This design comes from an exercise in tuning for small area, a short achievable clock period and few clock cycles on the open sky130 flow, not from production work. Only simulation tests tie the RTL to the original design; equivalence was not proved. Power is estimated from default activity; no workload was simulated.

Setup of build 77:
==> flow/design.v <==
`timescale 1ns / 1ps
module top_CPU(
    input clk,
    input Reset,
    output [31:0] imem_addr,
    input  [31:0] imem_data,
    output [31:0] dmem_addr,
    output [31:0] dmem_wdata,
    output dmem_we,
    input  [31:0] dmem_rdata,
    output halted
    );
    reg  [29:0] pc;             
    reg  [31:0] ir;             
    reg         d_valid;
    reg  [31:0] e_a, e_b;       
    reg  [31:0] e_s;            
    reg  [4:0]  e_sa;
    reg  [4:0]  e_rd;
    reg         e_wr, e_load, e_store, e_beq, e_bne, e_bltz, e_jr, e_halt, e_pred;
    reg         e_sub, e_sadd, e_sand, e_sor, e_sxor, e_ssll, e_sslt, e_spass;
    reg  [31:0] m_res, m_wdata;
    reg  [4:0]  m_rd;
    reg         m_wr, m_load, m_we;
    reg         m_bltz, m_pred;     
    wire [29:0] m_alt = m_wdata[31:2];
    reg  [31:0] w_res;
    reg  [4:0]  w_rd;
    reg         w_wr;
    reg         kill_q;         
    reg         halted_r;
    assign imem_addr  = {pc, 2'b00};
    assign dmem_addr  = m_res;
    assign dmem_wdata = m_wdata;
    assign dmem_we    = m_we;
    assign halted     = halted_r;
    reg [31:0] rf [1:31];
    reg [31:1] rf_v;
    wire [4:0] rs = ir[25:21];
    wire [4:0] rt = ir[20:16];
    reg [31:0] rf_rs, rf_rt;
    integer k;
    always @(*) begin
        rf_rs = 32'd0;
        rf_rt = 32'd0;
        for (k = 1; k < 32; k = k + 1) begin
            rf_rs = rf_rs | ({32{rs == k && rf_v[k]}} & rf[k]);
            rf_rt = rf_rt | ({32{rt == k && rf_v[k]}} & rf[k]);
        end
    end
    integer n;
    always @(posedge clk)
        for (n = 1; n < 32; n = n + 1)
            if (w_wr && w_rd == n) rf[n] <= w_res;
    always @(posedge clk or negedge Reset)
        if (!Reset) rf_v <= 0;
        else if (w_wr) rf_v[w_rd] <= 1'b1;
    wire [5:0] op = ir[31:26];
    wire op_add   = op == 6'b000000;
    wire op_sub   = op == 6'b000001;
    wire op_addiu = op == 6'b000010;
    wire op_and   = op == 6'b010000;
    wire op_andi  = op == 6'b010001;
    wire op_ori   = op == 6'b010010;
    wire op_xori  = op == 6'b010011;
    wire op_sll   = op == 6'b011000;
    wire op_slti  = op == 6'b100110;
    wire op_slt   = op == 6'b100111;
    wire op_sw    = op == 6'b110000;
    wire op_lw    = op == 6'b110001;
    wire op_beq   = op == 6'b110100;
    wire op_bne   = op == 6'b110101;
    wire op_bltz  = op == 6'b110110;
    wire op_j     = op == 6'b111000;
    wire op_jr    = op == 6'b111001;
    wire op_jal   = op == 6'b111010;
    wire op_halt  = op == 6'b111111;
    wire d_rtype  = op_add | op_sub | op_and | op_sll | op_slt;
    wire d_itype  = op_addiu | op_andi | op_ori | op_xori | op_slti | op_lw;
    wire d_branch = op_beq | op_bne | op_bltz;
    wire d_uses_rs = (d_rtype & ~op_sll) | d_itype | op_sw | d_branch | op_jr;
    wire d_uses_rt = d_rtype | op_sw | d_branch;
    wire [4:0] d_dst = d_rtype ? ir[15:11] : d_itype ? rt : op_jal ? 5'd31 : 5'd0;
    wire d_wr = d_dst != 5'd0;
    wire d_useimm = d_itype | op_sw | op_jal;
    wire d_zext = op_andi | op_ori | op_xori;
    wire [29:0] pc_d1 = pc;
    wire [29:0] d_link = {pc[29:26] + {3'd0, ir[25:0] == 26'd0}, ir[25:0]};
    wire [31:0] d_imm = op_jal ? {d_link, 2'b00} :
                        {{16{ir[15] & ~d_zext}}, ir[15:0]};
    wire [29:0] d_btarget = pc_d1 + {{14{ir[15]}}, ir[15:0]};
    wire d_same = rs == rt;
    wire d_pred = (op_beq & (ir[15] | d_same)) | (op_bne & ~d_same) | (op_bltz & ir[15]);
    wire d_sub = op_sub | op_slt | op_slti;             
    wire [31:0] e_sum = e_a + e_b + {31'd0, e_sub};
    wire e_lt = (e_a[31] ^ ~e_b[31]) ? e_a[31] : e_sum[31];
    wire [31:0] e_res = ({32{e_sadd}} & e_sum)
                      | ({32{e_sand}} & (e_a & e_b))
                      | ({32{e_sor}}  & (e_a | e_b))
                      | ({32{e_sxor}} & (e_a ^ e_b))
                      | ({32{e_ssll}} & (e_b << e_sa))
                      | ({32{e_spass}} & e_b)
                      | {31'd0, e_sslt & e_lt};
    wire e_eq = e_a == e_b;
    wire m_redir = m_bltz & (m_res[31] ^ m_pred);
    wire e_ok = ~kill_q & ~halted_r & ~m_redir;    
    wire e_taken = (e_beq & e_eq) | (e_bne & ~e_eq);
    wire e_redir = e_ok & (e_jr | ((e_beq | e_bne) & (e_taken ^ e_pred)));
    wire [29:0] e_target = e_jr ? e_a[31:2] : e_s[31:2];
    wire e_wr_ok = e_wr & e_ok;
    wire [31:0] m_val = m_load ? dmem_rdata : m_res;
    wire fe_rs = e_wr_ok & (e_rd == rs);
    wire fm_rs = m_wr & (m_rd == rs);
    wire fw_rs = w_wr & (w_rd == rs);
    wire fe_rt = e_wr_ok & (e_rd == rt);
    wire fm_rt = m_wr & (m_rd == rt);
    wire fw_rt = w_wr & (w_rd == rt);
    wire [31:0] rs_old = fm_rs ? m_val : fw_rs ? w_res : rf_rs;
    wire [31:0] rt_old = fm_rt ? m_val : fw_rt ? w_res : rf_rt;
    wire [31:0] rs_val = fe_rs ? e_res : rs_old;
    wire [31:0] rt_val = fe_rt ? e_res : rt_old;
    wire d_ok = d_valid & ~kill_q & ~halted_r;
    wire stall = d_ok & e_ok & e_load & ((d_uses_rs & (e_rd == rs)) | (d_uses_rt & (e_rd == rt)));
    wire d_go = d_ok & ~stall;
    wire d_redir = d_go & d_pred;
    wire d_jr = d_go & op_jr & ~fe_rs & ~(fm_rs & m_load);
    wire [5:0] f_op = imem_data[31:26];
    wire f_jump = (f_op == 6'b111000) | (f_op == 6'b111010);
    wire [29:0] pc_p1 = pc + 30'd1;
    wire [29:0] f_jtarget = {pc[29:26], imem_data[25:0]};
    always @(posedge clk or negedge Reset) begin
        if (!Reset) begin
            pc <= 0;
            d_valid <= 0;
            e_wr <= 0; e_load <= 0; e_store <= 0; e_beq <= 0; e_bne <= 0;
            e_bltz <= 0; e_jr <= 0; e_halt <= 0;
            m_wr <= 0; m_load <= 0; m_we <= 0; m_bltz <= 0;
            w_wr <= 0;
            kill_q <= 0;
            halted_r <= 0;
        end else begin
            if (m_redir) pc <= m_alt;
            else if (e_redir) pc <= e_target;
            else if (!stall) pc <= d_jr ? rs_old[31:2] : d_redir ? d_btarget : f_jump ? f_jtarget : pc_p1;
            if (!stall) d_valid <= ~(d_redir | d_jr);
            kill_q <= e_redir | m_redir;
            e_wr    <= d_go & d_wr;
            e_load  <= d_go & op_lw;
            e_store <= d_go & op_sw;
            e_beq   <= d_go & op_beq;
            e_bne   <= d_go & op_bne;
            e_bltz  <= d_go & op_bltz;
            e_jr    <= d_go & op_jr & ~d_jr;
            e_halt  <= d_go & op_halt;
            m_wr   <= e_wr_ok;
            m_load <= e_load;
            m_we   <= e_store & e_ok;
            m_bltz <= e_bltz & e_ok;
            w_wr <= m_wr;
            if (e_halt & e_ok) halted_r <= 1;
        end
    end
    always @(posedge clk) begin
        if (!stall) begin
            ir   <= (f_op == 6'b111010) ? {imem_data[31:26], pc_p1[25:0]} : imem_data;
        end
        e_a   <= rs_val;
        e_b   <= d_sub ? ~(d_useimm ? d_imm : rt_val) : (d_useimm ? d_imm : rt_val);
        e_s   <= (fe_rt & ~d_branch) ? e_res : d_branch ? {d_pred ? pc_d1 : d_btarget, 2'b00} : rt_old;
        e_sa  <= ir[10:6];
        e_rd  <= d_dst;
        e_pred <= d_pred;
        e_sub  <= d_sub;
        e_sadd <= op_add | op_sub | op_addiu | op_lw | op_sw | op_bltz;
        e_sand <= op_and | op_andi;
        e_sor  <= op_ori;
        e_sxor <= op_xori;
        e_ssll <= op_sll;
        e_sslt <= op_slt | op_slti;
        e_spass <= op_jal;
        m_res   <= e_res;
        m_wdata <= e_s;
        m_rd    <= e_rd;
        m_pred  <= e_pred;
        w_res   <= m_val;
        w_rd    <= m_rd;
    end
endmodule
Settings: LEC_CHECK=0, CAP_MARGIN=20, CORE_MARGIN=2, CORE_UTILIZATION=40, PLACE_DENSITY=0.5, SLEW_MARGIN=20; clock period 11.0 ns.
standard.sh (not shown) runs the stock make flow with config.mk's settings and CLKGATE_MAP_FILE= SYNTH_SCRIPT=/design/flow/synth_recipe.tcl, a recipe that flattens the netlist after the stock synthesis.
==> flow/flow/run.sh <==
#!/bin/bash
# The standard layout (standard.sh, which runs the standard synthesis script) with these
# changes to how the layout is made; the SDC and clock period are unchanged:
#  - adders are left to abc as plain gates (ADDER_MAP_FILE empty) instead of fa/ha cells
#  - port buffers are buf_4 cells (buffer_ports otherwise picks delay cells)
#  - CTS: no dummy loads, clkbuf_16 buffers, sink clusters of up to 30 within 60 um
# The make output goes to standard.log; each ORFS step logs to orfs/logs/.
set -euo pipefail
bash standard.sh \
  SETUP_SLACK_MARGIN=7.5 \
  ADDER_MAP_FILE= \
  "BUFFER_PORTS_ARGS=-buffer_cell sky130_fd_sc_hd__buf_4" \
  "CTS_ARGS=-sink_clustering_enable -repair_clock_nets -dont_use_dummy_load -buf_list sky130_fd_sc_hd__clkbuf_16 -sink_clustering_size 30 -sink_clustering_max_diameter 60" \
  finish > standard.log 2>&1
Testbench counts of build 77, summed over its fixed seeds: cycles 37,059.
[inputs] build 67 vs build 77
Settings: swapping 0.5 for 0.6 in PLACE_DENSITY; swapping 40 for 50 in CORE_UTILIZATION.
[summary]
- Every stage of the flow completed for build 67, and the final layout passed the timing, design-rule and antenna checks.
- Build 77 → build 67: worst path buffer plus inverter count fell 1; flip-flop and latch share of the layout cell area grew by 1.2 points.
- In the metrics for build 67 and build 77, the one carrying the lower max-slew headroom at the worst pin is build 67.
- Build 67 ends up with lower via count of the first global-routing pass than build 77 does.
- Build 67 vs build 77, power drawn by the clock network went down by 7.6%.

---

top_CPU, a different RTL version from the one above (not shown whole).
For scale: about 5400 cells after synthesis, about 1300 flip-flops.
clock: 11.0 ns
lec_check: 0
cap_margin: 20
core_margin: 2
core_utilization: 40
place_density: 0.5
slew_margin: 20
Scripts as last shown in full above: flow/flow/run.sh
Testbench counts at the start, summed over its fixed seeds: cycles 37,059.
Next try:
CORE_UTILIZATION = 50   (was 40)
PLACE_DENSITY = 0.6   (was 0.5)
After rerunning: The new run finished with timing, DRC and antenna clean; clock-buffer cell count fell by 18; final cell count shrinks by 6.9%; register-to-register slack gets worse by 80 ps; non-clock buffer count came out lower by 95.

[afterwards: timing with drivers on the ports]
How much do the figures lean on ideal ports? The routed layouts below were timed once more, with nothing changed but the port constraints. Step 1 sets driving cells, clkbuf_16 on the clock port and buf_2 on the other inputs (assumed; they add their load-dependent delay and slew). Step 2 adds t to the input delays and takes it off the output delays; t is the mean of the earliest and latest rising clock arrival at the registers after step 1. Input paths then give back, and output paths get back, about the clock's delay inside the block. Three values: no drivers, after step 1, after step 2; two values: the first two.
| run | shift t [ns] | setup WS [ns] | hold WS [ns] | slew at the worst register clock pin (ns) |
|---|---|---|---|---|
| build 77 | 0.861 | 7.313 / 7.290 / 6.652 | 0.310 / 0.310 / 0.310 | 0.10 / 0.10 |
| build 67 | 0.822 | 7.266 / 7.266 / 6.832 | 0.327 / 0.327 / 0.327 | 0.10 / 0.10 |
| the first run of note 2 | 0.857 | 7.353 / 7.300 / 6.636 | 0.324 / 0.324 / 0.324 | 0.09 / 0.09 |
| the second run of note 2 | 0.817 | 7.269 / 7.269 / 6.491 | 0.317 / 0.317 / 0.317 | 0.10 / 0.10 |
After both steps every run listed still meets setup and hold. For the second run of note 2, which loses most, drivers alone change the setup slack by 0.000 ns; drivers and shift together by -0.778 ns.
